Source: an optimization exercise on an open RTL-to-GDS flow (aim: small area and a short achievable clock period). Production flows keep margins and buffers that such runs may drop.
Function was checked by simulation only, so behaviour that the tests miss may differ from the original.
Power is estimated from default activity; no workload was simulated.

==> run R: inputs <==
==> flow/design.v (excerpt) <==
module CircuitTest (a,b,c,z,x,clk,rst);
input [63:0] a, b, c;
input clk,rst;
output reg [31:0] z, x;
reg [32:0] ar, yr;
reg er;
wire n1 = a[0] & b[0];
wire n2 = a[0] | b[0];
wire n3 = a[1] & b[1];
wire n4 = a[1] | b[1];
wire n5 = a[2] & b[2];
wire n6 = a[2] | b[2];
wire n7 = a[3] & b[3];
wire n8 = a[3] | b[3];
wire n9 = a[4] & b[4];
wire n10 = a[4] | b[4];
wire n11 = a[5] & b[5];
wire n12 = a[5] | b[5];
wire n13 = a[6] & b[6];
wire n14 = a[6] | b[6];
wire n15 = a[7] & b[7];
wire n16 = a[7] | b[7];
wire n17 = a[8] & b[8];
wire n18 = a[8] | b[8];
wire n19 = a[9] & b[9];
wire n20 = a[9] | b[9];
wire n21 = a[10] & b[10];
wire n22 = a[10] | b[10];
wire n23 = a[11] & b[11];
wire n24 = a[11] | b[11];
wire n25 = a[12] & b[12];
wire n26 = a[12] | b[12];
wire n27 = a[13] & b[13];
wire n28 = a[13] | b[13];
wire n29 = a[14] & b[14];
wire n30 = a[14] | b[14];
wire n31 = a[15] & b[15];
wire n32 = a[15] | b[15];
wire n33 = a[16] & b[16];
wire n34 = a[16] | b[16];
wire n35 = a[17] & b[17];
wire n36 = a[17] | b[17];
wire n37 = a[18] & b[18];
wire n38 = a[18] | b[18];
wire n39 = a[19] & b[19];
wire n40 = a[19] | b[19];
wire n41 = a[20] & b[20];
wire n42 = a[20] | b[20];
wire n43 = a[21] & b[21];
wire n44 = a[21] | b[21];
wire n45 = a[22] & b[22];
wire n46 = a[22] | b[22];
wire n47 = a[23] & b[23];
wire n48 = a[23] | b[23];
wire n49 = a[24] & b[24];
wire n50 = a[24] | b[24];
wire n51 = a[25] & b[25];
wire n52 = a[25] | b[25];
wire n53 = a[26] & b[26];
wire n54 = a[26] | b[26];
wire n55 = a[27] & b[27];
wire n56 = a[27] | b[27];
wire n57 = a[28] & b[28];
wire n58 = a[28] | b[28];
wire n59 = a[29] & b[29];
wire n60 = a[29] | b[29];
wire n61 = a[30] & b[30];
wire n62 = a[30] | b[30];
wire n63 = a[31] & b[31];
wire n64 = a[31] | b[31];
wire n65 = a[32] & b[32];
wire n66 = a[32] | b[32];
wire n67 = a[33] & b[33];
wire n68 = a[33] | b[33];
wire n69 = a[34] & b[34];
wire n70 = a[34] | b[34];
wire n71 = a[35] & b[35];
wire n72 = a[35] | b[35];
wire n73 = a[36] & b[36];
wire n74 = a[36] | b[36];
wire n75 = a[37] & b[37];
wire n76 = a[37] | b[37];
wire n77 = a[38] & b[38];
wire n78 = a[38] | b[38];
wire n79 = a[39] & b[39];
wire n80 = a[39] | b[39];
wire n81 = a[40] & b[40];
wire n82 = a[40] | b[40];
  ...
Settings: LEC_CHECK=0, ABC_AREA=1, CAP_MARGIN=20, CORE_MARGIN=2, CORE_UTILIZATION=40, SETUP_SLACK_MARGIN=4, SLEW_MARGIN=20, TNS_END_PERCENT=0; clock period 7.5 ns.
standard.sh (not shown) runs the stock make flow with config.mk's settings and CLKGATE_MAP_FILE= SYNTH_SCRIPT=/design/flow/synth_recipe.tcl, a recipe that flattens the netlist after the stock synthesis.
==> flow/flow/run.sh <==
#!/bin/bash
# Own layout flow: the standard ORFS flow (standard.sh) with two changes:
#  - no Yosys full/half-adder extraction (ADDER_MAP_FILE empty), so ABC maps the
#    hand-written prefix carry logic itself;
#  - the port buffers that buffer_ports inserts on every input and output are
#    sky130_fd_sc_hd__buf_1 instead of the default delay buffer.
# Make's full output goes to flow_make.log here; each ORFS step keeps its own log
# under orfs/logs/.
set -uo pipefail
bash standard.sh ADDER_MAP_FILE= \
  "BUFFER_PORTS_ARGS=-buffer_cell sky130_fd_sc_hd__buf_1" \
  finish > flow_make.log 2>&1
==> inputs of run X, as changes to run R <==
--- a/flow/config.mk
+++ b/flow/config.mk
@@ -11,2 +11,3 @@
 export CORE_UTILIZATION = 40
+export CTS_BUF_LIST = sky130_fd_sc_hd__clkbuf_8
 export SETUP_SLACK_MARGIN = 4
==> run summary <==
| quantity | run R | run X |
|---|---|---|
| Signal arrival time at the worst endpoint | 3.60 ns | 3.64 ns |
| Outcome | no timing/DRC/antenna violations | no timing/DRC/antenna violations |
| Cells resized by post-CTS repair | 29 | 27 |
| Power spent charging and discharging nets | 0.001211 W | 0.001180 W |
| Multi-input combinational area share | 0.4828 | 0.4886 |
| Critical path depth in cells | 17 | 19 |
| Setup slack on the worst flop-to-flop path | 4.34 ns | 4.40 ns |
| Final nets | 2,259 | 2,261 |
| DR iter-0 viols | 756 | 757 |
| Switching power share of the total | 0.3764 | 0.3939 |
| Number of search-and-repair iterations in the first detailed-routing pass | 6 | 5 |
| Cell-internal power | 0.002007 W | 0.001816 W |
| Global-route wire length before repair | 55,640 um | 55,360 um |
| Clock insertion delay at the later pin of the skew report | 0.43 ns | 0.45 ns |
| Rel. slew slack | 0.3991 | 0.4004 |
| Wire length on met2 | 16,610 um | 16,470 um |
| Global-route track usage on met2 | 0.3737 | 0.3706 |
| Final-layout clock-cell area share | 0.04356 | 0.03029 |
| Worst setup margin | 4.048 ns | 4.052 ns |
| FF-to-FF End | x[23]$_DFFE_PN_ | x[24]$_DFFE_PN_ |
| Setup clock skew after layout | 0.006201 ns | 0.01006 ns |

[static timing again, ports no longer ideal]
How much do the figures lean on ideal ports? The routed layouts below were timed once more, with nothing changed but the port constraints.
Step 1 sets driving cells, clkbuf_16 on the clock port and buf_2 on the other inputs (assumed; they add their load-dependent delay and slew).
Step 2 also shifts input and output timing later by t, the mid clock arrival at the registers, as if the neighbouring blocks saw the same clock.
Three values: ideal ports, drivers, drivers and shift; two values: the first two.
| run | shift t [ns] | setup WS [ns] | hold slack, ns | slew at the worst register clock pin (ns) | pins driven straight from the clock port |
|---|---|---|---|---|---|
| run R | 0.475 | 4.048 / 4.075 / 3.600 | 0.784 / 0.784 / 0.784 | 0.06 / 0.06 | 1 |
| run X | 0.493 | 4.052 / 4.075 / 3.582 | 0.780 / 0.780 / 0.780 | 0.08 / 0.08 | 1 |
After both steps setup and hold are still met in every run listed. For run X, which loses most, drivers alone change the setup slack by +0.023 ns; drivers and shift together by -0.470 ns.
